This design comes from an exercise in tuning for small area and a short achievable clock period on the open sky130 flow, not from production work.
Function was checked by simulation only, so behaviour that the tests miss may differ from the original.

$ cat design/flow/config.mk
export PLATFORM = sky130hd
export DESIGN_NAME = tmr_lif_neuron
export DESIGN_NICKNAME = tmr_lif_neuron
export VERILOG_FILES = /design/flow/design.v
export SDC_FILE = /design/flow/constraint.sdc
export NUM_CORES = 4
export LEC_CHECK = 0
export ABC_AREA = 1
export CAP_MARGIN = 20
export CORE_MARGIN = 2
export CORE_UTILIZATION = 40
export SETUP_SLACK_MARGIN = 5.0
export SLEW_MARGIN = 20
export SYNTH_HIERARCHICAL = 0
$ cat design/flow/constraint.sdc
create_clock -name core_clock -period 13.0 [get_ports {clk}]
set_input_delay 2.6000 -clock core_clock [delete_from_list [all_inputs] [get_ports {clk}]]
set_output_delay 2.6000 -clock core_clock [all_outputs]
set_load 0.01 [all_outputs]
$ cat design/flow/design.v
`timescale 1ns / 1ps
module fa (input wire a, b, c, output wire s, co);
    assign s = a ^ b ^ c;
    assign co = (a & b) | (a & c) | (b & c);
endmodule
module ha (input wire a, b, output wire s, co);
    assign s = a ^ b;
    assign co = a & b;
endmodule
module mj (input wire a, b, c, output wire y);
    assign y = (a & b) | (a & c) | (b & c);
endmodule
module bsel (input wire one, two, neg, a, b, output wire y);
    assign y = ((one & a) | (two & b)) ^ neg;
endmodule
module c8net (
    input wire [7:0] g,
    input wire [7:0] p,
    output wire [7:0] c
);
    wire g_1 = g[1] | (p[1] & g[0]);
    wire p_1 = p[1] & p[0];
    wire g_2 = g[3] | (p[3] & g[2]);
    wire p_2 = p[3] & p[2];
    wire g_3 = g[5] | (p[5] & g[4]);
    wire p_3 = p[5] & p[4];
    wire g_4 = g[7] | (p[7] & g[6]);
    wire p_4 = p[7] & p[6];
    wire g_5 = g_2 | (p_2 & g_1);
    wire p_5 = p_2 & p_1;
    wire g_6 = g_4 | (p_4 & g_3);
    wire p_6 = p_4 & p_3;
    wire g_7 = g_6 | (p_6 & g_5);
    wire p_7 = p_6 & p_5;
    wire g_8 = g_3 | (p_3 & g_5);
    wire p_8 = p_3 & p_5;
    wire g_9 = g[2] | (p[2] & g_1);
    wire p_9 = p[2] & p_1;
    wire g_10 = g[4] | (p[4] & g_5);
    wire p_10 = p[4] & p_5;
    wire g_11 = g[6] | (p[6] & g_8);
    wire p_11 = p[6] & p_8;
    assign c = {g_7, g_11, g_8, g_10, g_5, g_9, g_1, g[0]};
endmodule
module add_s_c (
    input wire [15:0] g,
    input wire [15:0] p,
    output wire [15:0] c
);
    wire g_1 = g[1] | (p[1] & g[0]);
    wire p_1 = p[1] & p[0];
    wire g_2 = g[3] | (p[3] & g[2]);
    wire p_2 = p[3] & p[2];
    wire g_3 = g[5] | (p[5] & g[4]);
    wire p_3 = p[5] & p[4];
    wire g_4 = g[7] | (p[7] & g[6]);
    wire p_4 = p[7] & p[6];
    wire g_5 = g[9] | (p[9] & g[8]);
    wire p_5 = p[9] & p[8];
    wire g_6 = g[11] | (p[11] & g[10]);
    wire p_6 = p[11] & p[10];
    wire g_7 = g[13] | (p[13] & g[12]);
    wire p_7 = p[13] & p[12];
    wire g_8 = g[15] | (p[15] & g[14]);
    wire p_8 = p[15] & p[14];
    wire g_9 = g_2 | (p_2 & g_1);
    wire p_9 = p_2 & p_1;
    wire g_10 = g_4 | (p_4 & g_3);
    wire p_10 = p_4 & p_3;
    wire g_11 = g_6 | (p_6 & g_5);
    wire p_11 = p_6 & p_5;
    wire g_12 = g_8 | (p_8 & g_7);
    wire p_12 = p_8 & p_7;
    wire g_13 = g_10 | (p_10 & g_9);
    wire p_13 = p_10 & p_9;
    wire g_14 = g_12 | (p_12 & g_11);
    wire p_14 = p_12 & p_11;
    wire g_15 = g_14 | (p_14 & g_13);
    wire p_15 = p_14 & p_13;
    wire g_16 = g_11 | (p_11 & g_13);
    wire p_16 = p_11 & p_13;
    wire g_17 = g_3 | (p_3 & g_9);
    wire p_17 = p_3 & p_9;
    wire g_18 = g_5 | (p_5 & g_13);
    wire p_18 = p_5 & p_13;
    wire g_19 = g_7 | (p_7 & g_16);
    wire p_19 = p_7 & p_16;
    wire g_20 = g[2] | (p[2] & g_1);
    wire p_20 = p[2] & p_1;
    wire g_21 = g[4] | (p[4] & g_9);
    wire p_21 = p[4] & p_9;
    wire g_22 = g[6] | (p[6] & g_17);
    wire p_22 = p[6] & p_17;
    wire g_23 = g[8] | (p[8] & g_13);
    wire p_23 = p[8] & p_13;
    wire g_24 = g[10] | (p[10] & g_18);
    wire p_24 = p[10] & p_18;
    wire g_25 = g[12] | (p[12] & g_16);
    wire p_25 = p[12] & p_16;
    wire g_26 = g[14] | (p[14] & g_19);
    wire p_26 = p[14] & p_19;
    assign c = {g_15, g_26, g_19, g_25, g_16, g_24, g_18, g_23, g_13, g_22, g_17, g_21, g_9, g_20, g_1, g[0]};
endmodule
module add_s (
    input wire [15:0] a,
    input wire [15:0] b,
    output wire [15:0] s
);
    wire [15:0] p0 = a ^ b;
    wire [15:0] g0 = a & b;
    wire [15:0] cc;
    add_s_c cn (.g(g0), .p(p0), .c(cc));
    assign s = p0 ^ {cc[14:0], 1'b0};
endmodule
module add_p_c (
    input wire [7:0] g,
    input wire [7:0] p,
    output wire [7:0] c
);
    wire g_1 = g[1] | (p[1] & g[0]);
    wire p_1 = p[1] & p[0];
    wire g_2 = g[3] | (p[3] & g[2]);
    wire p_2 = p[3] & p[2];
    wire g_3 = g[5] | (p[5] & g[4]);
    wire p_3 = p[5] & p[4];
    wire g_4 = g[7] | (p[7] & g[6]);
    wire p_4 = p[7] & p[6];
    wire g_5 = g_2 | (p_2 & g_1);
    wire p_5 = p_2 & p_1;
    wire g_6 = g_4 | (p_4 & g_3);
    wire p_6 = p_4 & p_3;
    wire g_7 = g_6 | (p_6 & g_5);
    wire p_7 = p_6 & p_5;
    wire g_8 = g_3 | (p_3 & g_5);
    wire p_8 = p_3 & p_5;
    wire g_9 = g[2] | (p[2] & g_1);
    wire p_9 = p[2] & p_1;
    wire g_10 = g[4] | (p[4] & g_5);
    wire p_10 = p[4] & p_5;
    wire g_11 = g[6] | (p[6] & g_8);
    wire p_11 = p[6] & p_8;
    assign c = {g_7, g_11, g_8, g_10, g_5, g_9, g_1, g[0]};
endmodule
module add_p (
    input wire [7:0] a,
    input wire [7:0] b,
    output wire [7:0] s
);
    wire [7:0] p0 = a ^ b;
    wire [7:0] g0 = a & b;
    wire [7:0] cc;
    add_p_c cn (.g(g0), .p(p0), .c(cc));
    assign s = p0 ^ {cc[6:0], 1'b0};
endmodule
module add_u_c (
    input wire [15:0] g,
    input wire [15:0] p,
    output wire [15:0] c
);
    wire g_1 = g[1] | (p[1] & g[0]);
    wire p_1 = p[1] & p[0];
    wire g_2 = g[3] | (p[3] & g[2]);
    wire p_2 = p[3] & p[2];
    wire g_3 = g[5] | (p[5] & g[4]);
    wire p_3 = p[5] & p[4];
    wire g_4 = g[7] | (p[7] & g[6]);
    wire p_4 = p[7] & p[6];
    wire g_5 = g[9] | (p[9] & g[8]);
    wire p_5 = p[9] & p[8];
    wire g_6 = g[11] | (p[11] & g[10]);
    wire p_6 = p[11] & p[10];
    wire g_7 = g[13] | (p[13] & g[12]);
    wire p_7 = p[13] & p[12];
    wire g_8 = g[15] | (p[15] & g[14]);
    wire p_8 = p[15] & p[14];
    wire g_9 = g_2 | (p_2 & g_1);
    wire p_9 = p_2 & p_1;
    wire g_10 = g_4 | (p_4 & g_3);
    wire p_10 = p_4 & p_3;
    wire g_11 = g_6 | (p_6 & g_5);
    wire p_11 = p_6 & p_5;
    wire g_12 = g_8 | (p_8 & g_7);
    wire p_12 = p_8 & p_7;
    wire g_13 = g_10 | (p_10 & g_9);
    wire p_13 = p_10 & p_9;
    wire g_14 = g_12 | (p_12 & g_11);
    wire p_14 = p_12 & p_11;
    wire g_15 = g_14 | (p_14 & g_13);
    wire p_15 = p_14 & p_13;
    wire g_16 = g_11 | (p_11 & g_13);
    wire p_16 = p_11 & p_13;
    wire g_17 = g_3 | (p_3 & g_9);
    wire p_17 = p_3 & p_9;
    wire g_18 = g_5 | (p_5 & g_13);
    wire p_18 = p_5 & p_13;
    wire g_19 = g_7 | (p_7 & g_16);
    wire p_19 = p_7 & p_16;
    wire g_20 = g[2] | (p[2] & g_1);
    wire p_20 = p[2] & p_1;
    wire g_21 = g[4] | (p[4] & g_9);
    wire p_21 = p[4] & p_9;
    wire g_22 = g[6] | (p[6] & g_17);
    wire p_22 = p[6] & p_17;
    wire g_23 = g[8] | (p[8] & g_13);
    wire p_23 = p[8] & p_13;
    wire g_24 = g[10] | (p[10] & g_18);
    wire p_24 = p[10] & p_18;
    wire g_25 = g[12] | (p[12] & g_16);
    wire p_25 = p[12] & p_16;
    wire g_26 = g[14] | (p[14] & g_19);
    wire p_26 = p[14] & p_19;
    assign c = {g_15, g_26, g_19, g_25, g_16, g_24, g_18, g_23, g_13, g_22, g_17, g_21, g_9, g_20, g_1, g[0]};
endmodule
module add_u (
    input wire [15:0] a,
    input wire [15:0] b,
    output wire [15:0] s
);
    wire [15:0] p0 = a ^ b;
    wire [15:0] g0 = a & b;
    wire [15:0] cc;
    add_u_c cn (.g(g0), .p(p0), .c(cc));
    assign s = p0 ^ {cc[14:0], 1'b0};
endmodule
`timescale 1ns / 1ps
module lt16 (input wire [15:0] a, input wire [15:0] b, output wire y);
    wire [15:0] ua = {~a[15], a[14:0]}, ub = {~b[15], b[14:0]};
    wire [15:0] l [0:4];
    wire [15:0] e [0:4];
    assign l[0] = ~ua & ub;
    assign e[0] = ~(ua ^ ub);
    genvar k, i;
    generate for (k = 0; k < 4; k = k + 1) begin : lv
        for (i = 0; i < 16; i = i + 1) begin : bt
            if (i >= (1 << k)) begin : m
                assign l[k+1][i] = l[k][i] | (e[k][i] & l[k][i-(1<<k)]);
                assign e[k+1][i] = e[k][i] & e[k][i-(1<<k)];
            end else begin : p
                assign l[k+1][i] = l[k][i];
                assign e[k+1][i] = e[k][i];
            end
        end
    end endgenerate
    assign y = l[4][15];
endmodule
module lif_neuron_q8_8 (
    input  wire [15:0] a, b, c,
    input  wire ca, cb, cc,
    output wire [15:0] m
);
    wire [15:0] ra = ca ? 16'h0000 : a;
    wire [15:0] rb = cb ? 16'h0000 : b;
    wire [15:0] rc = cc ? 16'h0000 : c;
    wire uab, ubc, uac;
    lt16 c0 (.a(a), .b(b), .y(uab));
    lt16 c1 (.a(b), .b(c), .y(ubc));
    lt16 c2 (.a(a), .b(c), .y(uac));
    wire pa = ~a[15] & (|a), pb = ~b[15] & (|b), pc = ~c[15] & (|c);
    wire ab = (ca & cb) ? 1'b0 : ca ? pb : cb ? a[15] : uab;
    wire bc = (cb & cc) ? 1'b0 : cb ? pc : cc ? b[15] : ubc;
    wire ac = (ca & cc) ? 1'b0 : ca ? pc : cc ? a[15] : uac;
    wire sa = ab ^ ac;
    wire sb = ~sa & ~(ab ^ bc);
    wire sc = ~sa & (ab ^ bc);
    assign m = ({16{sa}} & ra) | ({16{sb}} & rb) | ({16{sc}} & rc);
endmodule
`timescale 1ns / 1ps
module fixed_point_q8_8 (
    input wire [15:0] V_in,
    input wire [15:0] I_in,
    input wire [7:0] one,
    input wire [7:0] two,
    input wire [7:0] neg,
    output wire [7:0] X
);
    wire [15:0] s;
    add_s as (.a(I_in), .b(V_in), .s(s));
    wire pp1 = (one[0] & s[0]) ^ neg[0];
    wire pp2 = ((one[0] & s[1]) | (two[0] & s[0])) ^ neg[0];
    wire pp3 = ((one[0] & s[2]) | (two[0] & s[1])) ^ neg[0];
    wire pp4 = ((one[0] & s[3]) | (two[0] & s[2])) ^ neg[0];
    wire pp5 = ((one[0] & s[4]) | (two[0] & s[3])) ^ neg[0];
    wire pp6 = ((one[0] & s[5]) | (two[0] & s[4])) ^ neg[0];
    wire pp7 = ((one[0] & s[6]) | (two[0] & s[5])) ^ neg[0];
    wire pp8 = ((one[0] & s[7]) | (two[0] & s[6])) ^ neg[0];
    wire pp9 = ((one[0] & s[8]) | (two[0] & s[7])) ^ neg[0];
    wire pp10 = ((one[0] & s[9]) | (two[0] & s[8])) ^ neg[0];
    wire pp11 = ((one[0] & s[10]) | (two[0] & s[9])) ^ neg[0];
    wire pp12 = ((one[0] & s[11]) | (two[0] & s[10])) ^ neg[0];
    wire pp13 = ((one[0] & s[12]) | (two[0] & s[11])) ^ neg[0];
    wire pp14 = ((one[0] & s[13]) | (two[0] & s[12])) ^ neg[0];
    wire pp15 = ((one[0] & s[14]) | (two[0] & s[13])) ^ neg[0];
    wire pp16 = ((one[0] & s[15]) | (two[0] & s[14])) ^ neg[0];
    wire pp17 = (one[1] & s[0]) ^ neg[1];
    wire pp18 = ((one[1] & s[1]) | (two[1] & s[0])) ^ neg[1];
    wire pp19 = ((one[1] & s[2]) | (two[1] & s[1])) ^ neg[1];
    wire pp20 = ((one[1] & s[3]) | (two[1] & s[2])) ^ neg[1];
    wire pp21 = ((one[1] & s[4]) | (two[1] & s[3])) ^ neg[1];
    wire pp22 = ((one[1] & s[5]) | (two[1] & s[4])) ^ neg[1];
    wire pp23 = ((one[1] & s[6]) | (two[1] & s[5])) ^ neg[1];
    wire pp24 = ((one[1] & s[7]) | (two[1] & s[6])) ^ neg[1];
    wire pp25 = ((one[1] & s[8]) | (two[1] & s[7])) ^ neg[1];
    wire pp26 = ((one[1] & s[9]) | (two[1] & s[8])) ^ neg[1];
    wire pp27 = ((one[1] & s[10]) | (two[1] & s[9])) ^ neg[1];
    wire pp28 = ((one[1] & s[11]) | (two[1] & s[10])) ^ neg[1];
    wire pp29 = ((one[1] & s[12]) | (two[1] & s[11])) ^ neg[1];
    wire pp30 = ((one[1] & s[13]) | (two[1] & s[12])) ^ neg[1];
    wire pp31 = (one[2] & s[0]) ^ neg[2];
    wire pp32 = ((one[2] & s[1]) | (two[2] & s[0])) ^ neg[2];
    wire pp33 = ((one[2] & s[2]) | (two[2] & s[1])) ^ neg[2];
    wire pp34 = ((one[2] & s[3]) | (two[2] & s[2])) ^ neg[2];
    wire pp35 = ((one[2] & s[4]) | (two[2] & s[3])) ^ neg[2];
    wire pp36 = ((one[2] & s[5]) | (two[2] & s[4])) ^ neg[2];
    wire pp37 = ((one[2] & s[6]) | (two[2] & s[5])) ^ neg[2];
    wire pp38 = ((one[2] & s[7]) | (two[2] & s[6])) ^ neg[2];
    wire pp39 = ((one[2] & s[8]) | (two[2] & s[7])) ^ neg[2];
    wire pp40 = ((one[2] & s[9]) | (two[2] & s[8])) ^ neg[2];
    wire pp41 = ((one[2] & s[10]) | (two[2] & s[9])) ^ neg[2];
    wire pp42 = ((one[2] & s[11]) | (two[2] & s[10])) ^ neg[2];
    wire pp43 = (one[3] & s[0]) ^ neg[3];
    wire pp44 = ((one[3] & s[1]) | (two[3] & s[0])) ^ neg[3];
    wire pp45 = ((one[3] & s[2]) | (two[3] & s[1])) ^ neg[3];
    wire pp46 = ((one[3] & s[3]) | (two[3] & s[2])) ^ neg[3];
    wire pp47 = ((one[3] & s[4]) | (two[3] & s[3])) ^ neg[3];
    wire pp48 = ((one[3] & s[5]) | (two[3] & s[4])) ^ neg[3];
    wire pp49 = ((one[3] & s[6]) | (two[3] & s[5])) ^ neg[3];
    wire pp50 = ((one[3] & s[7]) | (two[3] & s[6])) ^ neg[3];
    wire pp51 = ((one[3] & s[8]) | (two[3] & s[7])) ^ neg[3];
    wire pp52 = ((one[3] & s[9]) | (two[3] & s[8])) ^ neg[3];
    wire pp53 = (one[4] & s[0]) ^ neg[4];
    wire pp54 = ((one[4] & s[1]) | (two[4] & s[0])) ^ neg[4];
    wire pp55 = ((one[4] & s[2]) | (two[4] & s[1])) ^ neg[4];
    wire pp56 = ((one[4] & s[3]) | (two[4] & s[2])) ^ neg[4];
    wire pp57 = ((one[4] & s[4]) | (two[4] & s[3])) ^ neg[4];
    wire pp58 = ((one[4] & s[5]) | (two[4] & s[4])) ^ neg[4];
    wire pp59 = ((one[4] & s[6]) | (two[4] & s[5])) ^ neg[4];
    wire pp60 = ((one[4] & s[7]) | (two[4] & s[6])) ^ neg[4];
    wire pp61 = (one[5] & s[0]) ^ neg[5];
    wire pp62 = ((one[5] & s[1]) | (two[5] & s[0])) ^ neg[5];
    wire pp63 = ((one[5] & s[2]) | (two[5] & s[1])) ^ neg[5];
    wire pp64 = ((one[5] & s[3]) | (two[5] & s[2])) ^ neg[5];
    wire pp65 = ((one[5] & s[4]) | (two[5] & s[3])) ^ neg[5];
    wire pp66 = ((one[5] & s[5]) | (two[5] & s[4])) ^ neg[5];
    wire pp67 = (one[6] & s[0]) ^ neg[6];
    wire pp68 = ((one[6] & s[1]) | (two[6] & s[0])) ^ neg[6];
    wire pp69 = ((one[6] & s[2]) | (two[6] & s[1])) ^ neg[6];
    wire pp70 = ((one[6] & s[3]) | (two[6] & s[2])) ^ neg[6];
    wire pp71 = (one[7] & s[0]) ^ neg[7];
    wire pp72 = ((one[7] & s[1]) | (two[7] & s[0])) ^ neg[7];
    wire [7:0] la = {hc90, fs87, hc80, fs77, hc74, pp3, pp2, neg[0]};
    wire [7:0] lb = {hs95, hs89, hs83, hs79, hs75, hs73, 1'b0, pp1};
    wire [7:0] lc;
    wire c8 = lc[7];
    c8net cn8 (.g(la & lb), .p(la ^ lb), .c(lc));
    wire hs73, hc74;
    ha uhs73 (.a(neg[1]), .b(pp17), .s(hs73), .co(hc74));
    wire hs75, hc76;
    ha uhs75 (.a(pp18), .b(pp4), .s(hs75), .co(hc76));
    wire fs77, fc78;
    fa ufs77 (.a(neg[2]), .b(pp19), .c(pp31), .s(fs77), .co(fc78));
    wire hs79, hc80;
    ha uhs79 (.a(pp5), .b(hc76), .s(hs79), .co(hc80));
    wire fs81, fc82;
    fa ufs81 (.a(pp20), .b(pp32), .c(pp6), .s(fs81), .co(fc82));
    wire hs83, hc84;
    ha uhs83 (.a(fc78), .b(fs81), .s(hs83), .co(hc84));
    wire fs85, fc86;
    fa ufs85 (.a(neg[3]), .b(pp21), .c(pp33), .s(fs85), .co(fc86));
    wire fs87, fc88;
    fa ufs87 (.a(pp43), .b(pp7), .c(fc82), .s(fs87), .co(fc88));
    wire hs89, hc90;
    ha uhs89 (.a(fs85), .b(hc84), .s(hs89), .co(hc90));
    wire fs91, fc92;
    fa ufs91 (.a(pp22), .b(pp34), .c(pp44), .s(fs91), .co(fc92));
    wire fs93, fc94;
    fa ufs93 (.a(pp8), .b(fc86), .c(fs91), .s(fs93), .co(fc94));
    wire hs95, hc96;
    ha uhs95 (.a(fc88), .b(fs93), .s(hs95), .co(hc96));
    wire fs97, fc98;
    fa ufs97 (.a(neg[4]), .b(pp23), .c(pp35), .s(fs97), .co(fc98));
    wire fs99, fc100;
    fa ufs99 (.a(pp45), .b(pp53), .c(pp9), .s(fs99), .co(fc100));
    wire fs101, fc102;
    fa ufs101 (.a(fc92), .b(fs97), .c(fs99), .s(fs101), .co(fc102));
    wire fs103, fc104;
    fa ufs103 (.a(fc94), .b(fs101), .c(hc96), .s(fs103), .co(fc104));
    wire fs105, fc106;
    fa ufs105 (.a(pp10), .b(pp24), .c(pp36), .s(fs105), .co(fc106));
    wire fs107, fc108;
    fa ufs107 (.a(pp46), .b(pp54), .c(fc100), .s(fs107), .co(fc108));
    wire fs109, fc110;
    fa ufs109 (.a(fc98), .b(fs105), .c(fc102), .s(fs109), .co(fc110));
    wire hs111, hc112;
    ha uhs111 (.a(fs107), .b(fs109), .s(hs111), .co(hc112));
    wire fs113, fc114;
    fa ufs113 (.a(neg[5]), .b(pp11), .c(pp25), .s(fs113), .co(fc114));
    wire fs115, fc116;
    fa ufs115 (.a(pp37), .b(pp47), .c(pp55), .s(fs115), .co(fc116));
    wire fs117, fc118;
    fa ufs117 (.a(pp61), .b(fc106), .c(fs113), .s(fs117), .co(fc118));
    wire fs119, fc120;
    fa ufs119 (.a(fs115), .b(fc108), .c(fs117), .s(fs119), .co(fc120));
    wire hs121, hc122;
    ha uhs121 (.a(fc110), .b(fs119), .s(hs121), .co(hc122));
    wire fs123, fc124;
    fa ufs123 (.a(pp12), .b(pp26), .c(pp38), .s(fs123), .co(fc124));
    wire fs125, fc126;
    fa ufs125 (.a(pp48), .b(pp56), .c(pp62), .s(fs125), .co(fc126));
    wire fs127, fc128;
    fa ufs127 (.a(fc114), .b(fc116), .c(fs123), .s(fs127), .co(fc128));
    wire fs129, fc130;
    fa ufs129 (.a(fs125), .b(fc118), .c(fs127), .s(fs129), .co(fc130));
    wire hs131, hc132;
    ha uhs131 (.a(fc120), .b(fs129), .s(hs131), .co(hc132));
    wire fs133, fc134;
    fa ufs133 (.a(neg[6]), .b(pp13), .c(pp27), .s(fs133), .co(fc134));
    wire fs135, fc136;
    fa ufs135 (.a(pp39), .b(pp49), .c(pp57), .s(fs135), .co(fc136));
    wire fs137, fc138;
    fa ufs137 (.a(pp63), .b(pp67), .c(fc124), .s(fs137), .co(fc138));
    wire fs139, fc140;
    fa ufs139 (.a(fc126), .b(fs133), .c(fs135), .s(fs139), .co(fc140));
    wire fs141, fc142;
    fa ufs141 (.a(fc128), .b(fs137), .c(fs139), .s(fs141), .co(fc142));
    wire hs143, hc144;
    ha uhs143 (.a(fc130), .b(fs141), .s(hs143), .co(hc144));
    wire fs145, fc146;
    fa ufs145 (.a(pp14), .b(pp28), .c(pp40), .s(fs145), .co(fc146));
    wire fs147, fc148;
    fa ufs147 (.a(pp50), .b(pp58), .c(pp64), .s(fs147), .co(fc148));
    wire fs149, fc150;
    fa ufs149 (.a(pp68), .b(fc134), .c(fc136), .s(fs149), .co(fc150));
    wire fs151, fc152;
    fa ufs151 (.a(fs145), .b(fs147), .c(fc138), .s(fs151), .co(fc152));
    wire fs153, fc154;
    fa ufs153 (.a(fc140), .b(fs149), .c(fs151), .s(fs153), .co(fc154));
    wire hs155, hc156;
    ha uhs155 (.a(fc142), .b(hc144), .s(hs155), .co(hc156));
    wire fs157, fc158;
    fa ufs157 (.a(neg[7]), .b(pp15), .c(pp29), .s(fs157), .co(fc158));
    wire fs159, fc160;
    fa ufs159 (.a(pp41), .b(pp51), .c(pp59), .s(fs159), .co(fc160));
    wire fs161, fc162;
    fa ufs161 (.a(pp65), .b(pp69), .c(pp71), .s(fs161), .co(fc162));
    wire fs163, fc164;
    fa ufs163 (.a(fc146), .b(fc148), .c(fs157), .s(fs163), .co(fc164));
    wire fs165, fc166;
    fa ufs165 (.a(fs159), .b(fs161), .c(fc150), .s(fs165), .co(fc166));
    wire fs167, fc168;
    fa ufs167 (.a(fs163), .b(fc152), .c(fs165), .s(fs167), .co(fc168));
    wire hs169, hc170;
    ha uhs169 (.a(fc154), .b(fs167), .s(hs169), .co(hc170));
    wire fs171 = pp16 ^ pp30 ^ pp42;
    wire fs173 = pp52 ^ pp60 ^ pp66;
    wire fs175 = pp70 ^ pp72 ^ fc158;
    wire fs177 = fc160 ^ fc162 ^ fs171;
    wire fs179 = fs173 ^ fc164 ^ fs175;
    wire fs181 = fs177 ^ fc166 ^ fs179;
    wire hs183 = fc168 ^ fs181;
    wire [7:0] ra = {hc170, hc156, fs153, hc132, hc122, hc112, fc104, fs103};
    wire [7:0] rb = {hs183, hs169, hs155, hs143, hs131, hs121, hs111, c8};
    wire [7:0] x;
    add_p ap (.a(ra), .b(rb), .s(x));
    assign X = x;
endmodule
module tmr_lif_neuron (
    input signed [15:0] V_in1, V_in2, V_in3,
    input signed [15:0] I_in1, I_in2, I_in3,
    input signed [15:0] dt_tau,
    input wire clk, rst,
    output wire signed [15:0] V_out,
    output wire spike
);
    wire [16:0] dx = {dt_tau, 1'b0};
    wire [7:0] one, two, neg;
    genvar g;
    generate for (g = 0; g < 8; g = g + 1) begin : enc
        assign one[g] = dx[2*g+1] ^ dx[2*g];
        assign two[g] = (dx[2*g+2] & ~dx[2*g+1] & ~dx[2*g]) | (~dx[2*g+2] & dx[2*g+1] & dx[2*g]);
        assign neg[g] = dx[2*g+2];
    end endgenerate
    reg [2:0] c;
    reg [7:0] x1;
    wire [7:0] x1_d;
    reg [15:0] v1;
    fixed_point_q8_8 l1 (.V_in(V_in1), .I_in(I_in1), .one(one), .two(two), .neg(neg), .X(x1_d));
    wire [15:0] u1;
    add_u au1 (.a(v1), .b({{8{x1[7]}}, x1}), .s(u1));
    wire signed [15:0] r1 = c[0] ? 16'h0000 : u1;
    reg [7:0] x2;
    wire [7:0] x2_d;
    reg [15:0] v2;
    fixed_point_q8_8 l2 (.V_in(V_in2), .I_in(I_in2), .one(one), .two(two), .neg(neg), .X(x2_d));
    wire [15:0] u2;
    add_u au2 (.a(v2), .b({{8{x2[7]}}, x2}), .s(u2));
    wire signed [15:0] r2 = c[1] ? 16'h0000 : u2;
    reg [7:0] x3;
    wire [7:0] x3_d;
    reg [15:0] v3;
    fixed_point_q8_8 l3 (.V_in(V_in3), .I_in(I_in3), .one(one), .two(two), .neg(neg), .X(x3_d));
    wire [15:0] u3;
    add_u au3 (.a(v3), .b({{8{x3[7]}}, x3}), .s(u3));
    wire signed [15:0] r3 = c[2] ? 16'h0000 : u3;
    lif_neuron_q8_8 vote (.a(u1), .b(u2), .c(u3), .ca(c[0]), .cb(c[1]), .cc(c[2]), .m(V_out));
    reg rs;
    assign spike = ~rs & ((c[0] & c[1]) | (c[1] & c[2]) | (c[0] & c[2]));
    always @(posedge clk or posedge rst) begin
        if (rst) begin
            c <= 3'b111;
            rs <= 1'b1;
        end else begin
            c <= {r3 >= 16'sh3200, r2 >= 16'sh3200, r1 >= 16'sh3200};
            rs <= 1'b0;
        end
    end
    always @(posedge clk) begin
        x1 <= x1_d;
        v1 <= V_in1;
        x2 <= x2_d;
        v2 <= V_in2;
        x3 <= x3_d;
        v3 <= V_in3;
    end
endmodule
$ cat design/flow/run.sh
#!/bin/bash
# synth_recipe.tcl (not shown) runs the flow's synth.tcl, then flattens the netlist and writes it again
# the make line also repeats each setting of config.mk as NAME=value (left out here)
make -C /OpenROAD-flow-scripts/flow DESIGN_CONFIG=/design/flow/config.mk WORK_HOME=/design/flow/orfs CLKGATE_MAP_FILE= SYNTH_SCRIPT=/design/flow/synth_recipe.tcl finish
==> results of run 1 <==
## what timing repair did
action / in CTS / in global routing
pin swaps: 106 / 77
setup endpoints to repair: 33 / 26
gates resized for setup: 227 / 77
buffers inserted: 43 / 21
endpoints found under the hold margin: 0 / 0
gates cloned: 1 / 1
## worst max-delay path by stage
stage	slack, ns	startpoint	cells after the start	to
2_1_floorplan	4.39	V_in2[0]	43	x2[7]$_DFF_P_
3_3_place_gp	3.33	V_in2[0]	38	x2[7]$_DFF_P_
3_5_place_dp	3.16	V_in2[0]	38	x2[7]$_DFF_P_
4_1_cts	4.32	V_in2[0]	41	x2[7]$_DFF_P_
5_1_grt	3.93	V_in2[0]	43	x2[7]$_DFF_P_
6_report	4.26	V_in2[0]	45	x2[7]$_DFF_P_
## stage by stage
stage	cells	hold slack, ns
floorplan	1991	0.621
global placement	2568	0.786
finish	2650	0.749
detailed placement	2568	0.793
CTS	2628	0.793
global route	2650	0.816
## worst max-delay path, delay by kind of cell
kind	cells	cell delay (ns)
simple gates	20	1.60
compound gates	5	0.55
fa+ha+maj	9	3.18
xor+xnor	3	0.50
buf+inv	8	0.57
## Yosys cell counts, types with 2 or more instances
library cell	instances
buf_6	7
nor3_1	8
o211ai_1	5
nand3b_1	4
o21ai_0	19
nand2_1	285
nand3_1	114
nand2_2	6
o22ai_1	176
o21bai_1	6
buf_4	3
clkbuf_1	46
a31oi_1	12
fa_1	168
a21o_1	14
xor2_2	2
nand2_4	4
buf_1	20
inv_1	336
o21ai_1	3
a21boi_0	8
a211oi_1	8
o21a_1	5
o221ai_1	3
nand4_1	8
xnor2_1	33
ha_1	192
buf_2	15
inv_2	5
a21oi_1	47
xor2_1	214
or2_2	10
dfxtp_1	72
dfstp_2	4
nor2_1	113
## cells by family after synthesis
kind of cell	share of synthesized area [%]
fa+ha+maj	37.0
other cells	0.0241
buf+inv	11.0
flops	9.93
xor+xnor	14.2
simple gates	15.3
compound gates	12.5
## registers in the layout (all words and copies together) (netlist names)
signal  flops
x1          8
c           3
v3         16
rs          1
v1         16
x3          8
x2          8
v2         16
## final cells by class
class / instances / area (um2)
fillers: 3727 / 19300
repair buffers: 214 / 1940
clock inverters: 4 / 70.1
inverters: 343 / 1310
multi-input cells: 1483 / 13400
flip-flops and latches: 76 / 1550
clock buffers: 12 / 267
well taps: 518 / 648
## routing by layer
layer	up-vias	GRT usage, %
met2	478	43.0
li1	6704	-
met3	63	2.72
met4	0	7.51
met5	-	0
met1	6940	31.8
==> impl_metrics.yaml, run 1 <==
timing:
  maxSlewHeadroom_pct: 39.4
  finalHoldViolations: 0
  fin_crit_sh_pct: 67.2
  rsz0062_at_grt: "true"
  tns_ns: 0
  timing.final.ws_setup_ns: 4.26
  worst_slew_pin_slew_ns: 0.907
  max_freq_ghz: 0.114
  finalSetupViolations: 0
  clock_skew_ns: 0.0140
  min_period_ns: 8.74
  maxSlewViolCount: 0
route:
  remaining_drc_errors: 0
  wl_per_cell_um: 18.8
  first_iter_violations: 901
  routed.top_layer: "met4"
  drt-met1-wl_mm: 21.3
  wl_met2_mm: 24.5
  wl_met3_mm: 2.76
  drt_wl_total_mm: 49.8
  vias_per_cell: 5.35
  route.vias.total: 14185
  detail-route-antenna-nets: 0
  dr.pass1.iters: 6
setup_path:
  crit_slowest_cell: "fa_1"
  end_kind: "flop"
  cpPeakStageDelay_ns: 0.53
  reg2reg_from: "v3[0]$_DFF_P_"
  critPathLaunchType: "primary input"
  crit_arrival_ns: 9.00
  r2r_end: "c[2]$_DFF_PP1_"
  cp.required_ns: 13.26
  worst-path-max-fanout: 3
  crit_top_cell: "nand2_2"
  ff2ff_setup_slack_ns: 9.93
  crit_type: "primary input to flop"
  rr_worst_depth: 13
synthesis:
  ys_warn_count: 2
  yosys.area.top_type: "fa_1"
  synth_nets: 2465
  ys.flop_type: "dfxtp_1"
  synth_cells: 1991
  ys_async_sr_fraction_pct: 5.26
  synth-edff-count: 0
  syn_area_um2: 15600
  ys_seq_area_share_pct: 9.93
  yosys-top-cells-area: "fa_1 22%, ha_1 15%, xor2_1 12%, dfxtp_1 9.3%, inv_1 8.1%"
  yosys.cell_types.count: 51
  synth-seq-cells: 76
  yosysTopAreaCellShare_pct: 21.6
  synth_area_per_cell_um2: 7.82
cts:
  cts-root-buf: "clkbuf_16"
  cts_tree: "done"
  cts_buffer_depth: 2
  ctsHtreeMaxLevel: 3
  clkTransAtPathRegs_ns: 0.07
  hold_buffers: 0
  cts.sinks: 76
  cts_buffers: 9
  insertion_delay_ns: 0.37
grt:
  antenna_found_initial: 0
  grt_usage_pct: 24.6
  overflow: 0
  grt_first_pass_wirelength_mm: 78.2
  grt_pass1_vias: 14460
  grt_max_degree: 43
die:
  pin_count: 131
  die_width_um: 201
  core-area_um2: 38600
  initial_core_util_pct: 40.4
  die_height_um: 201
  dieArea_um2: 40500
  rows: 72
final_layout:
  antenna_cells: 0
  final_nets: 2601
  finish.instance_area_um2: 19200
  final_common_cell: "inv_1"
  utilization_pct: 49.8
  area_delta_synth_final_pct: 23.5
  layout-drive-gt1-share_pct: 16.2
  layout_common_cells: "308 x inv_1, 257 x nand2_1, 203 x xor2_1, 162 x o22ai_1, 161 x ha_1"
run_status:
  status: "timing/DRC/antenna clean"
worst_hold_path:
  min_delay_worst_endpoint: "c[2]$_DFF_PP1_"
  min_path_cells: 3
  min_from: "v3[14]$_DFF_P_"
  min_path_type: "flop to flop"
placement:
  placed_cell_area_um2: 17500
  gp_congestion: 0.878
  port_buffers: 130
  dpl.hpwl_mm: 37.5
  pre_cts_slack_ns: 3.16
job:
  maxCapViolations: 0
==> run 2, diff against run 1 <==
--- a/design/flow/design.v
+++ b/design/flow/design.v
@@ -65,39 +65,51 @@
     wire p_8 = p[15] & p[14];
-    wire g_9 = g_2 | (p_2 & g_1);
-    wire p_9 = p_2 & p_1;
-    wire g_10 = g_4 | (p_4 & g_3);
-    wire p_10 = p_4 & p_3;
-    wire g_11 = g_6 | (p_6 & g_5);
-    wire p_11 = p_6 & p_5;
-    wire g_12 = g_8 | (p_8 & g_7);
-    wire p_12 = p_8 & p_7;
-    wire g_13 = g_10 | (p_10 & g_9);
-    wire p_13 = p_10 & p_9;
-    wire g_14 = g_12 | (p_12 & g_11);
-    wire p_14 = p_12 & p_11;
-    wire g_15 = g_14 | (p_14 & g_13);
-    wire p_15 = p_14 & p_13;
-    wire g_16 = g_11 | (p_11 & g_13);
-    wire p_16 = p_11 & p_13;
-    wire g_17 = g_3 | (p_3 & g_9);
-    wire p_17 = p_3 & p_9;
-    wire g_18 = g_5 | (p_5 & g_13);
-    wire p_18 = p_5 & p_13;
-    wire g_19 = g_7 | (p_7 & g_16);
-    wire p_19 = p_7 & p_16;
-    wire g_20 = g[2] | (p[2] & g_1);
-    wire p_20 = p[2] & p_1;
-    wire g_21 = g[4] | (p[4] & g_9);
-    wire p_21 = p[4] & p_9;
-    wire g_22 = g[6] | (p[6] & g_17);
-    wire p_22 = p[6] & p_17;
-    wire g_23 = g[8] | (p[8] & g_13);
-    wire p_23 = p[8] & p_13;
-    wire g_24 = g[10] | (p[10] & g_18);
-    wire p_24 = p[10] & p_18;
-    wire g_25 = g[12] | (p[12] & g_16);
-    wire p_25 = p[12] & p_16;
-    wire g_26 = g[14] | (p[14] & g_19);
-    wire p_26 = p[14] & p_19;
-    assign c = {g_15, g_26, g_19, g_25, g_16, g_24, g_18, g_23, g_13, g_22, g_17, g_21, g_9, g_20, g_1, g[0]};
+    wire g_9 = g[2] | (p[2] & g_1);
+    wire p_9 = p[2] & p_1;
+    wire g_10 = g_2 | (p_2 & g_1);
+    wire p_10 = p_2 & p_1;
+    wire g_11 = g[6] | (p[6] & g_3);
+    wire p_11 = p[6] & p_3;
+    wire g_12 = g_4 | (p_4 & g_3);
+    wire p_12 = p_4 & p_3;
+    wire g_13 = g[10] | (p[10] & g_5);
+    wire p_13 = p[10] & p_5;
+    wire g_14 = g_6 | (p_6 & g_5);
+    wire p_14 = p_6 & p_5;
+    wire g_15 = g[14] | (p[14] & g_7);
+    wire p_15 = p[14] & p_7;
+    wire g_16 = g_8 | (p_8 & g_7);
+    wire p_16 = p_8 & p_7;
+    wire g_17 = g[4] | (p[4] & g_10);
+    wire p_17 = p[4] & p_10;
+    wire g_18 = g_3 | (p_3 & g_10);
+    wire p_18 = p_3 & p_10;
+    wire g_19 = g_11 | (p_11 & g_10);
+    wire p_19 = p_11 & p_10;
+    wire g_20 = g_12 | (p_12 & g_10);
+    wire p_20 = p_12 & p_10;
+    wire g_21 = g[12] | (p[12] & g_14);
+    wire p_21 = p[12] & p_14;
+    wire g_22 = g_7 | (p_7 & g_14);
+    wire p_22 = p_7 & p_14;
+    wire g_23 = g_15 | (p_15 & g_14);
+    wire p_23 = p_15 & p_14;
+    wire g_24 = g_16 | (p_16 & g_14);
+    wire p_24 = p_16 & p_14;
+    wire g_25 = g[8] | (p[8] & g_20);
+    wire p_25 = p[8] & p_20;
+    wire g_26 = g_5 | (p_5 & g_20);
+    wire p_26 = p_5 & p_20;
+    wire g_27 = g_13 | (p_13 & g_20);
+    wire p_27 = p_13 & p_20;
+    wire g_28 = g_14 | (p_14 & g_20);
+    wire p_28 = p_14 & p_20;
+    wire g_29 = g_21 | (p_21 & g_20);
+    wire p_29 = p_21 & p_20;
+    wire g_30 = g_22 | (p_22 & g_20);
+    wire p_30 = p_22 & p_20;
+    wire g_31 = g_23 | (p_23 & g_20);
+    wire p_31 = p_23 & p_20;
+    wire g_32 = g_24 | (p_24 & g_20);
+    wire p_32 = p_24 & p_20;
+    assign c = {g_32, g_31, g_30, g_29, g_28, g_27, g_26, g_25, g_20, g_19, g_18, g_17, g_10, g_9, g_1, g[0]};
 endmodule
@@ -452,8 +464,14 @@
     ha uhs169 (.a(fc154), .b(fs167), .s(hs169), .co(hc170));
-    wire fs171 = pp16 ^ pp30 ^ pp42;
-    wire fs173 = pp52 ^ pp60 ^ pp66;
-    wire fs175 = pp70 ^ pp72 ^ fc158;
-    wire fs177 = fc160 ^ fc162 ^ fs171;
-    wire fs179 = fs173 ^ fc164 ^ fs175;
-    wire fs181 = fs177 ^ fc166 ^ fs179;
+    wire fs171;
+    fa ufs171 (.a(pp16), .b(pp30), .c(pp42), .s(fs171), .co());
+    wire fs173;
+    fa ufs173 (.a(pp52), .b(pp60), .c(pp66), .s(fs173), .co());
+    wire fs175;
+    fa ufs175 (.a(pp70), .b(pp72), .c(fc158), .s(fs175), .co());
+    wire fs177;
+    fa ufs177 (.a(fc160), .b(fc162), .c(fs171), .s(fs177), .co());
+    wire fs179;
+    fa ufs179 (.a(fs173), .b(fc164), .c(fs175), .s(fs179), .co());
+    wire fs181;
+    fa ufs181 (.a(fs177), .b(fc166), .c(fs179), .s(fs181), .co());
     wire hs183 = fc168 ^ fs181;
==> design/flow/flow/run.sh (new file) <==
#!/bin/bash
set -euo pipefail
bash standard.sh "BUFFER_PORTS_ARGS=-buffer_cell sky130_fd_sc_hd__buf_1" SETUP_SLACK_MARGIN=6 finish > make_finish.log 2>&1
==> design/flow/standard.sh (new file) <==
#!/bin/bash
# synth_recipe.tcl (not shown) runs the flow's synth.tcl, then flattens the netlist and writes it again
# the make line also repeats each setting of config.mk as NAME=value (left out here)
make -C /OpenROAD-flow-scripts/flow DESIGN_CONFIG=/design/flow/config.mk WORK_HOME=/design/flow/orfs CLKGATE_MAP_FILE= SYNTH_SCRIPT=/design/flow/synth_recipe.tcl "${@:-finish}"
--- a/design/flow/config.mk
+++ b/design/flow/config.mk
@@ -7,3 +7,3 @@
 export LEC_CHECK = 0
-export ABC_AREA = 1
+export ABC_AREA = 0
 export CAP_MARGIN = 20
@@ -13,2 +13,2 @@
 export SLEW_MARGIN = 20
-export SYNTH_HIERARCHICAL = 0
+export SYNTH_HIERARCHICAL = 1
removed: design/flow/run.sh
==> run 2 against run 1 <==
- via count down 8.2%
- global-route usage fell by 1.5 points
- clock skew shrank 0.0038 ns
- first-iteration DRC count shrank 3.4%
==> impl_metrics.yaml, run 2 <==
cts:
  cts-root-buf: "clkbuf_16"
  clkTransAtPathRegs_ns: 0.06
  hold_buffers: 0
  cts_buffer_depth: 2
  insertion_delay_ns: 0.36
  cts.sinks: 76
  cts_buffers: 9
  cts_tree: "done"
  ctsHtreeMaxLevel: 3
job:
  maxCapViolations: 0
placement:
  port_buffers: 130
  placed_cell_area_um2: 16900
  pre_cts_slack_ns: 4.89
  gp_congestion: 0.875
  dpl.hpwl_mm: 34.1
final_layout:
  top_regs: "v1 x16, v2 x16, v3 x16"
  final_nets: 2229
  fill_cells: 3605
  utilization_pct: 48.8
  area_delta_synth_final_pct: 19.8
  final_common_cell: "xnor2_1"
  layout-drive-gt1-share_pct: 28.2
  layout_common_cells: "202 x xnor2_1, 152 x ha_1, 142 x a22oi_1, 115 x buf_4, 114 x fa_1"
  antenna_cells: 0
  finish.instance_area_um2: 19500
setup_path:
  critPathLaunchType: "flop"
  cp_num_buf_inv: 3
  reg2reg_from: "v3[3]$_DFF_P_"
  crit_type: "flop to output pin"
  end_kind: "output pin"
  ff2ff_setup_slack_ns: 10.18
  r2r_end: "c[2]$_DFF_PP1_"
  rr_worst_depth: 10
  crit_slowest_cell: "or3_4"
  worst-path-max-fanout: 8
  crit_arrival_ns: 4.92
  cp.required_ns: 10.40
  critPathTopFamily: "compound AO/OA/AOI/OAI gates"
  cpPeakStageDelay_ns: 0.43
  worstPathCellList: "ha_4, a21o_1, a22o_1, a41o_1, a31o_2, a21o_1, xor2_2, inv_1, ha_4, nand4_4, nor4_2, a31oi_1, o211ai_1, mux2i_1, nor2_1, a31oi_2, or3_4, a21oi_4, buf_12, a221o_1, buf_2"
die:
  initial_core_util_pct: 40.7
  rows: 73
  die_width_um: 206
  core-area_um2: 40000
  dieArea_um2: 42400
  pin_count: 131
  die_height_um: 206
synthesis:
  synth_area_per_cell_um2: 9.58
  syn_area_um2: 16300
  synth_cells: 1701
  ys_warn_count: 8
  synth_nets: 2166
timing:
  maxSlewViolCount: 0
  timing.final.ws_setup_ns: 5.48
  worst_slew_pin_slew_ns: 1.17
  fin_crit_sh_pct: 57.8
  min_period_ns: 7.52
  tns_ns: 0
  clock_skew_ns: 0.0102
  rsz0062_at_grt: "true"
  max_freq_ghz: 0.133
  maxSlewHeadroom_pct: 21.7
  fin_hold_ws_ns: 0.767
  finalHoldViolations: 0
  finalSetupViolations: 0
worst_hold_path:
  min_delay_worst_endpoint: "c[0]$_DFF_PP1_"
  min_path_cells: 1
  min_from: "c[0]$_DFF_PP1_"
  min_path_type: "flop to flop"
route:
  dr.pass1.iters: 6
  detail-route-antenna-nets: 0
  wl_per_cell_um: 21.0
  first_iter_violations: 870
  remaining_drc_errors: 0
  route.vias.total: 13025
  drt_wl_total_mm: 48.1
  vias_per_cell: 5.68
grt:
  grt_first_pass_wirelength_mm: 75.3
  grt_usage_pct: 23.0
  antenna_found_initial: 0
  grt_pass1_vias: 13622
  overflow: 0
  grt_max_degree: 52
run_status:
  status: "timing/DRC/antenna clean"
run 2: per-layer routing:
layer  track usage [%]  share of wire (%)  vias to the layer above
li1                  -                  -                     5968
met1              29.7                 43                     6485
met2              39.2                 48                      484
met3              3.47                6.2                       88
met4              7.78                3.0                        0
met5                 0                  0                        -
run 2: timing repair:
| item | CTS | global route |
|---|---|---|
| hold endpoints to repair | 0 | 0 |
| gates resized for setup | 206 | 61 |
| pin swaps | 116 | 57 |
| gates cloned | 3 | 1 |
| buffers inserted | 81 | 23 |
| setup endpoints to repair | 36 | 32 |
run 2: cell type report:
cell class              count  area, um2  share of cell area [%]
multi-input cells        1347      14800                    76.0
repair buffers            267       1910                    9.78
flip-flops and latches     76       1560                    7.99
well taps                 525        657                    3.36
inverters                  63        236                    1.21
clock buffers               9        225                    1.15
clock inverters             6       90.1                   0.461
run 2: per-stage QoR:
step,instances
floorplan,1701
global placement,2170
detailed placement,2170
CTS,2269
global route,2293
finish,2293
run 2: worst max-delay path by stage:
stage,from,endpoint,slack (ns),cells past startpoint
after floorplan,I_in1[1],x1[7]$_DFF_P_,5.76,22
after global placement,V_in1[1],x1[6]$_DFF_P_,4.80,19
after detailed placement,V_in1[1],x1[7]$_DFF_P_,4.89,19
after CTS,x1[1]$_DFF_P_,V_out[0],5.56,21
after global routing,v1[3]$_DFF_P_,V_out[6],5.23,21
final,x1[3]$_DFF_P_,V_out[6],5.48,21
run 2: worst reg2reg max path, delay by kind of cell (launching register included):
kind / cells / cell delay, ns
AOI/OAI and AO/OA: 5 / 1.26
DFF: 1 / 0.41
and+or+nand+nor: 2 / 0.37
adders and majority gates: 1 / 0.25
xor gates and xnor gates: 1 / 0.23
buffers and inverters: 1 / 0.18
==> run 3, diff against run 2 <==
==> design/flow/flow/run.sh (replaced) <==
#!/bin/bash
set -euo pipefail
bash standard.sh "BUFFER_PORTS_ARGS=-buffer_cell sky130_fd_sc_hd__buf_1" SETUP_SLACK_MARGIN=7 finish > make_finish.log 2>&1
==> run 3 against run 2 <==
- still clean
- clock skew shrank 0.00053 ns
- critical path depth fell by 1
- global-route usage grew 0.63 points
- core utilization up 1.7 points
- setup slack better by 0.030 ns
- first-iteration DRC count up 28%
==> impl_metrics.yaml, run 3 <==
final_layout:
  top_regs: "v1 x16, v2 x16, v3 x16"
  layout_common_cells: "197 x xnor2_1, 144 x a22oi_1, 140 x ha_1, 134 x buf_4, 109 x fa_1"
  finish.instance_area_um2: 20200
  final_common_cell: "xnor2_1"
  area_delta_synth_final_pct: 24.0
  final_nets: 2263
  multi_input_area_um2: 15100
  fill_cells: 3526
  layout-drive-gt1-share_pct: 31.2
  utilization_pct: 50.5
  regArea_um2: 1560
placement:
  port_buffers: 130
  pre_cts_slack_ns: 4.77
  placed_cell_area_um2: 17000
  dpl.hpwl_mm: 34.9
  gp_congestion: 0.861
die:
  pin_count: 131
  core-area_um2: 40000
  die_width_um: 206
  rows: 73
  die_height_um: 206
  dieArea_um2: 42400
  initial_core_util_pct: 40.7
route:
  dr.pass1.iters: 5
  remaining_drc_errors: 0
  vias_per_cell: 5.70
  detail-route-antenna-nets: 0
  wl_per_cell_um: 21.4
  drt_wl_total_mm: 49.7
  first_iter_violations: 1111
  route.vias.total: 13281
grt:
  antenna_found_initial: 1
  grt_first_pass_wirelength_mm: 77.9
  grt_pass1_vias: 13974
  grt_max_degree: 51
  grt_usage_pct: 23.6
  overflow: 0
synthesis:
  syn_area_um2: 16300
  ys_warn_count: 8
  synth_nets: 2166
  synth_cells: 1701
  synth_area_per_cell_um2: 9.58
cts:
  insertion_delay_ns: 0.36
  cts.sinks: 76
  hold_buffers: 0
  cts_buffers: 9
  clkTransAtPathRegs_ns: 0.07
  ctsHtreeMaxLevel: 3
  cts_buffer_depth: 2
  cts_tree: "done"
  cts-root-buf: "clkbuf_16"
timing:
  maxSlewViolCount: 0
  timing.final.ws_setup_ns: 5.51
  clock_skew_ns: 0.00965
  fin_crit_sh_pct: 57.6
  finalSetupViolations: 0
  tns_ns: 0
  maxSlewHeadroom_pct: 25.0
  rsz0062_at_grt: "true"
  worst_slew_pin_slew_ns: 1.12
  finalHoldViolations: 0
  min_period_ns: 7.49
  max_freq_ghz: 0.134
run_status:
  status: "timing/DRC/antenna clean"
worst_hold_path:
  min_path_type: "flop to flop"
job:
  maxCapViolations: 0
setup_path:
  critPathLaunchType: "flop"
  end_kind: "output pin"
  crit_type: "flop to output pin"
  worst-path-max-fanout: 16
  cp.required_ns: 10.40
  ff2ff_setup_slack_ns: 10.21
  crit_arrival_ns: 4.89
run 3: final cells by class:
| class | count | share of cell area [%] |
|---|---|---|
| Tap cell | 525 | 3.25 |
| Clock inverter | 6 | 0.675 |
| Clock buffer | 10 | 1.13 |
| Antenna cell | 1 | 0.0124 |
| Multi-Input combinational cell | 1346 | 75.0 |
| Sequential cell | 76 | 7.73 |
| Timing Repair Buffer | 302 | 11.0 |
| Inverter | 63 | 1.17 |
run 3: repair_timing:
action                     4_1_cts  5_1_grt
pin swaps                      114       71
setup buffers                  100       42
gates resized for setup        222       68
setup endpoints to repair       40       40
hold endpoints to repair         0        0
cloned                           0        1
run 3: path summary, 6_finish.rpt:
check                          startpoint              to  cells past startpoint
setup reg to reg            v3[5]$_DFF_P_  c[2]$_DFF_PP1_                     10
min in group asynchronous             rst    rs$_DFF_PP1_                      2
hold reg to reg            c[0]$_DFF_PP1_  c[0]$_DFF_PP1_                      1
hold / removal             c[0]$_DFF_PP1_  c[0]$_DFF_PP1_                      1
max in group asynchronous             rst  c[0]$_DFF_PP1_                      2
setup / recovery            v3[5]$_DFF_P_        V_out[2]                     20
run 3: routing by layer:
layer / track usage (%) / vias to the layer above / part of all wire, %
met5: 0 / - / 0.026
li1: - / 6041 / -
met4: 7.68 / 2 / 2.9
met2: 40.6 / 490 / 49
met3: 3.74 / 98 / 6.2
met1: 30.2 / 6650 / 42
run 3: stage by stage:
stage	instances	hold slack (ns)
2_1_floorplan	1701	0.566
3_3_place_gp	2169	0.733
3_5_place_dp	2169	0.731
4_1_cts	2285	0.769
5_1_grt	2328	0.805
6_report	2329	0.774
run 3: critical path, stage by stage, from the launching register on:
cell      delay, ns
dfxtp_1        0.34
ha_1           0.37
a211oi_2       0.27
o21bai_1       0.10
a41o_1         0.25
a21o_1         0.20
a221o_1        0.36
xor2_4         0.25
ha_4           0.25
buf_4          0.13
a211oi_2       0.24
o211ai_1       0.12
buf_4          0.17
mux2i_1        0.14
nor2_1         0.08
a31oi_2        0.27
or3_4          0.20
a21oi_4        0.06
buf_12         0.16
a221o_2        0.42
buf_2          0.15
==> run 4, diff against run 3 <==
==> design/flow/run.sh (new file) <==
#!/bin/bash
# synth_recipe.tcl (not shown) runs the flow's synth.tcl, then flattens the netlist and writes it again
# the make line also repeats each setting of config.mk as NAME=value (left out here)
make -C /OpenROAD-flow-scripts/flow DESIGN_CONFIG=/design/flow/config.mk WORK_HOME=/design/flow/orfs CLKGATE_MAP_FILE= SYNTH_SCRIPT=/design/flow/synth_recipe.tcl finish
removed: design/flow/flow/run.sh
removed: design/flow/standard.sh
==> run 4 against run 3 <==
- still clean on timing, DRC and antenna
- maximum frequency fell by 5.8%
- design area down 11%
- sequential cell count is the same
- setup slack got worse by 0.46 ns
- core utilization is 5.5 points lower
- worst hold slack lost 0.025 ns
- clock skew barely moved
- global-route usage down 1.8 points
- non-clock buffer count down 112
- register-to-register slack got worse by 0.14 ns
- critical endpoint is now V_out[15]
==> impl_metrics.yaml, run 4 <==
timing:
  finalHoldViolations: 0
  worst_slew_pin_slew_ns: 1.14
  maxSlewHeadroom_pct: 23.5
  max_freq_ghz: 0.126
  rsz0062_at_grt: "true"
  fin_crit_sh_pct: 61.2
  finalSetupViolations: 0
  clock_skew_ns: 0.0100
  min_period_ns: 7.95
  maxSlewViolCount: 0
  tns_ns: 0
placement:
  dpl.hpwl_mm: 34.2
  gp_congestion: 0.869
  dpl.cell_count: 2171
  port_buffers: 130
final_layout:
  fin_cells: 2216
  final_nets: 2151
  area_delta_synth_final_pct: 10.5
  antenna_cells: 0
  fill_cells: 3793
  top_regs: "v1 x16, v2 x16, v3 x16"
  final_common_cell: "ha_1"
  utilization_pct: 45.0
  layout_common_cells: "216 x ha_1, 211 x xnor2_1, 158 x a22oi_1, 128 x fa_1, 109 x clkdlybuf4s50_1"
  layout-drive-gt1-share_pct: 13.6
grt:
  antenna_found_initial: 0
  grt_usage_pct: 21.8
  grt_max_degree: 51
  grt_first_pass_wirelength_mm: 71.6
  overflow: 0
  grt_pass1_vias: 12776
die:
  rows: 73
  die_height_um: 206
  core-area_um2: 40000
  dieArea_um2: 42400
  die_width_um: 206
  initial_core_util_pct: 40.7
  pin_count: 131
route:
  route.vias.total: 12560
  dr.pass1.iters: 6
  detail-route-antenna-nets: 0
  remaining_drc_errors: 0
  drt_wl_total_mm: 45.9
  first_iter_violations: 1053
  vias_per_cell: 5.67
  wl_per_cell_um: 20.7
synthesis:
  synth_cells: 1701
  syn_area_um2: 16300
  ys_warn_count: 8
  synth_nets: 2166
  synth_area_per_cell_um2: 9.58
setup_path:
  critPathLaunchType: "flop"
  worst-path-max-fanout: 16
  crit_type: "flop to output pin"
  rr_worst_depth: 11
  cp.required_ns: 10.40
  end_kind: "output pin"
  crit_arrival_ns: 5.35
cts:
  cts-root-buf: "clkbuf_16"
  insertion_delay_ns: 0.37
  cts_buffers: 9
  cts.sinks: 76
  cts_tree: "done"
  cts_buffer_depth: 2
  ctsHtreeMaxLevel: 3
  clkTransAtPathRegs_ns: 0.07
  hold_buffers: 0
worst_hold_path:
  min_path_type: "flop to flop"
  min_path_cells: 1
run_status:
  status: "timing/DRC/antenna clean"
job:
  maxCapViolations: 0
[run 4: timing repair]
action | CTS | global route
gates resized for setup | 50 | 39
setup buffers | 11 | 18
pin swaps | 9 | 13
endpoints found under the setup margin | 26 | 28
[run 4: metrics by stage]
step           hold WS [ns]  area [um2]  setup WS, ns
2_1_floorplan         0.566       16300          5.50
3_3_place_gp          0.721       16900          4.52
3_5_place_dp          0.720       16900          4.42
4_1_cts               0.753       17600          5.00
5_1_grt               0.784       18000          4.81
6_report              0.749       18000          5.05
[run 4: area by class of cell]
cell class	count	area, um2	share of cell area, %
Clock inverter	6	65.1	0.361
Tap cell	525	657	3.65
Sequential cell	76	1550	8.61
Multi-Input combinational cell	1346	13500	75.1
Clock buffer	10	229	1.27
Timing Repair Buffer	190	1740	9.66
Inverter	63	236	1.31
[run 4: critical path, stage by stage (launching register included)]
cell             delay (ns)
dfxtp_1                0.35
ha_1                   0.33
a21o_1                 0.22
a22o_1                 0.22
a41o_4                 0.32
a31o_2                 0.26
xor2_1                 0.51
inv_1                  0.11
ha_1                   0.31
nand4_2                0.11
nor4_2                 0.29
a31oi_1                0.12
o211ai_1               0.23
mux2i_1                0.17
or3_4                  0.42
a21oi_4                0.15
buf_12                 0.15
a221o_2                0.16
clkdlybuf4s50_1        0.52
[run 4: worst paths after layout]
check,start,to,slack (ns)
min,c[0]$_DFF_PP1_,c[0]$_DFF_PP1_,0.75
max reg2reg,v3[3]$_DFF_P_,c[2]$_DFF_PP1_,10.07
min reg2reg,c[0]$_DFF_PP1_,c[0]$_DFF_PP1_,0.75
max in group asynchronous,rst,c[0]$_DFF_PP1_,10.36
min in group asynchronous,rst,c[0]$_DFF_PP1_,2.62
max,v2[1]$_DFF_P_,V_out[15],5.05
[run 4: per-layer routing]
| layer | track usage [%] | vias up | part of all wire (%) |
|---|---|---|---|
| li1 | - | 5811 | - |
| met1 | 28.4 | 6253 | 43 |
| met2 | 37.7 | 429 | 49 |
| met3 | 2.50 | 67 | 5.5 |
| met4 | 6.66 | 0 | 2.2 |
| met5 | 0 | - | 0 |
==> run 5, diff against run 4 <==
==> design/flow/flow/run.sh (new file) <==
#!/bin/bash
set -euo pipefail
bash standard.sh "BUFFER_PORTS_ARGS=-buffer_cell sky130_fd_sc_hd__buf_1" SETUP_SLACK_MARGIN=5.5 finish > make_finish.log 2>&1
==> design/flow/standard.sh (new file) <==
#!/bin/bash
# synth_recipe.tcl (not shown) runs the flow's synth.tcl, then flattens the netlist and writes it again
# the make line also repeats each setting of config.mk as NAME=value (left out here)
make -C /OpenROAD-flow-scripts/flow DESIGN_CONFIG=/design/flow/config.mk WORK_HOME=/design/flow/orfs CLKGATE_MAP_FILE= SYNTH_SCRIPT=/design/flow/synth_recipe.tcl "${@:-finish}"
--- a/design/flow/config.mk
+++ b/design/flow/config.mk
@@ -11,2 +11,3 @@
 export CORE_UTILIZATION = 40
+export PLACE_DENSITY = 0.8
 export SETUP_SLACK_MARGIN = 5.0
removed: design/flow/run.sh
==> run 5 against run 4 <==
- die area stayed put
- largest cell class unchanged
- area after synthesis stayed put
- setup slack improved by 0.36 ns
- critical endpoint is now V_out[6]
- non-clock buffer count up 15
- critical path depth increased by 2
- still clean on timing, DRC and antenna
- synthesized cell count unchanged
- core utilization shrank 0.52 points
- critical path type unchanged
- sequential share of layout area up 0.18 points
- first-iteration DRC count up 26%
==> impl_metrics.yaml, run 5 <==
run_status:
  status: "timing/DRC/antenna clean"
final_layout:
  finish.instance_area_um2: 17800
  area_delta_synth_final_pct: 9.25
  final_common_cell: "xnor2_1"
  layout-drive-gt1-share_pct: 17.5
  fill_cells: 3598
  final_nets: 2167
  antenna_cells: 0
  layout_common_cells: "213 x xnor2_1, 197 x ha_1, 158 x a22oi_1, 124 x fa_1, 107 x buf_1"
  top_regs: "v1 x16, v2 x16, v3 x16"
route:
  vias_per_cell: 5.90
  dr.pass1.iters: 7
  wl_per_cell_um: 20.9
  remaining_drc_errors: 0
  first_iter_violations: 1327
  route.vias.total: 13179
  drt_wl_total_mm: 46.7
  detail-route-antenna-nets: 0
die:
  pin_count: 131
  die_width_um: 206
  initial_core_util_pct: 40.7
  rows: 73
  die_height_um: 206
  dieArea_um2: 42400
  core-area_um2: 40000
setup_path:
  cpPeakStageDelay_ns: 0.40
  critPathLaunchType: "flop"
  crit_arrival_ns: 4.99
  critPathTopFamily: "compound AO/OA/AOI/OAI gates"
  end_kind: "output pin"
  crit_type: "flop to output pin"
  worstPathCellList: "ha_4, a21o_1, a22o_1, a41o_1, a21o_1, a221o_1, xor2_4, ha_4, nand4_1, nor4_2, a31oi_1, o211ai_1, mux2i_1, nor2_1, a31oi_2, or3_4, a21oi_4, buf_12, a221o_1, buf_2"
  cp_num_buf_inv: 2
  cp.required_ns: 10.40
  worst-path-max-fanout: 8
  crit_slowest_cell: "dfxtp_2"
grt:
  use_met3_pct: 3.74
  antenna_found_initial: 0
  met2_usage_pct: 36.8
  busiest_layer: "met2"
  overflow: 0
  grt_usage_pct: 21.1
  grt_pass1_vias: 13204
  grt_first_pass_wirelength_mm: 70.1
  grt_use_met1_pct: 24.5
  grt_max_degree: 51
timing:
  finalHoldViolations: 0
  maxSlewHeadroom_pct: 26.7
  tns_ns: 0
  clock_skew_ns: 0.00911
  max_freq_ghz: 0.132
  worst_slew_pin_slew_ns: 1.10
  rsz0062_at_grt: "true"
  fin_crit_sh_pct: 58.4
  min_period_ns: 7.59
  maxSlewViolCount: 0
  finalSetupViolations: 0
placement:
  port_buffers: 130
  dpl.hpwl_mm: 33.6
  placed_cell_area_um2: 16100
  gp_congestion: 0.912
synthesis:
  ys_warn_count: 8
  synth_nets: 2166
  synth_area_per_cell_um2: 9.58
  synth_cells: 1701
  syn_area_um2: 16300
cts:
  hold_buffers: 0
  cts-root-buf: "clkbuf_16"
  insertion_delay_ns: 0.36
  cts_tree: "done"
  clkTransAtPathRegs_ns: 0.07
  cts_buffers: 9
  cts_buffer_depth: 2
  cts.sinks: 76
  ctsHtreeMaxLevel: 3
worst_hold_path:
  min_path_type: "flop to flop"
job:
  maxCapViolations: 0
## run 5: layout make-up
class	instances	area [um2]	area share, %
Inverter	63	236	1.33
Tap cell	525	657	3.69
Clock inverter	7	98.8	0.555
Multi-Input combinational cell	1347	13900	77.9
Sequential cell	76	1560	8.79
Timing Repair Buffer	205	1150	6.44
Clock buffer	9	225	1.27
## run 5: per-layer routing
layer	up-vias	wire, um
li1	5847	-
met1	6403	16900
met3	185	4390
met5	-	0
met2	744	22700
met4	0	2700
## run 5: path summary, 6_finish.rpt
kind | from | to | slack (ns) | depth (start not counted)
worst max-delay path | v3[3]$_DFF_P_ | V_out[6] | 5.41 | 20
worst min-delay path | c[0]$_DFF_PP1_ | c[0]$_DFF_PP1_ | 0.74 | 1
worst max register to register | v2[1]$_DFF_P_ | c[1]$_DFF_PP1_ | 10.12 | 11
worst min register to register | c[0]$_DFF_PP1_ | c[0]$_DFF_PP1_ | 0.74 | 1
max in group asynchronous | rst | c[0]$_DFF_PP1_ | 10.70 | 2
min in group asynchronous | rst | c[2]$_DFF_PP1_ | 2.28 | 2
## run 5: worst reg2reg max path, cell delays in order, from the launching register on
cell     delay (ns)
dfxtp_1        0.34
ha_1           0.33
a21o_1         0.23
a22o_1         0.21
a41o_1         0.24
a21o_1         0.23
a221o_1        0.39
xor2_4         0.25
buf_4          0.15
buf_4          0.10
nor4_1         0.04
nor4_1         0.27
## run 5: repair_timing
item / in CTS / in global routing
gates cloned: 0 / 2
endpoints found under the setup margin: 28 / 29
buffers inserted: 15 / 29
pin swaps: 16 / 57
resized for setup: 55 / 99
## run 5: per-stage QoR
step           util [%]  instances  hold WS (ns)  setup slack, ns
5_1_grt            44.5       2232         0.771             5.17
3_5_place_dp       40.4       2169         0.716             4.79
2_1_floorplan         -       1701         0.566             5.50
4_1_cts            42.6       2200         0.734             5.50
3_3_place_gp       40.3       2169         0.711             4.91
6_report           44.5       2232         0.743             5.41

afterwards: timing with drivers on the ports:
The flow's constraints put no driver on any port. The routed layouts listed below were extracted and timed again, unchanged, in two steps. Step 1, drivers: a clkbuf_16 drives clk and a buf_2 each remaining input, both assumed. Step 2 moves the port delays by t, midway between the first and last clock arrival at a register: inputs arrive t later, outputs are due t later. That takes back most of the time a late clock gives input paths. Three values: ideal ports, drivers, drivers and shift; two values: the first two.
| run | shift t [ns] | slack for setup (ns) | hold slack, ns | latest minus earliest clock arrival (ns) | worst register clock-pin slew, ns |
|---|---|---|---|---|---|
| run 1 | 0.411 | 4.264 / 4.275 / 3.864 | 0.749 / 0.749 / 0.749 | 0.015 / 0.015 | 0.07 / 0.07 |
| run 2 | 0.403 | 5.480 / 5.429 / 5.473 | 0.767 / 0.767 / 0.767 | 0.012 / 0.012 | 0.07 / 0.07 |
| run 3 | 0.403 | 5.510 / 5.461 / 5.436 | 0.774 / 0.774 / 0.774 | 0.013 / 0.013 | 0.07 / 0.07 |
| run 4 | 0.399 | 5.045 / 5.005 / 4.762 | 0.749 / 0.749 / 0.749 | 0.015 / 0.015 | 0.07 / 0.07 |
| run 5 | 0.401 | 5.410 / 5.367 / 5.189 | 0.743 / 0.743 / 0.743 | 0.014 / 0.013 | 0.07 / 0.07 |
After both steps every run listed still meets setup and hold. For run 1, which loses most, drivers alone change the setup slack by +0.011 ns; drivers and shift together by -0.400 ns.
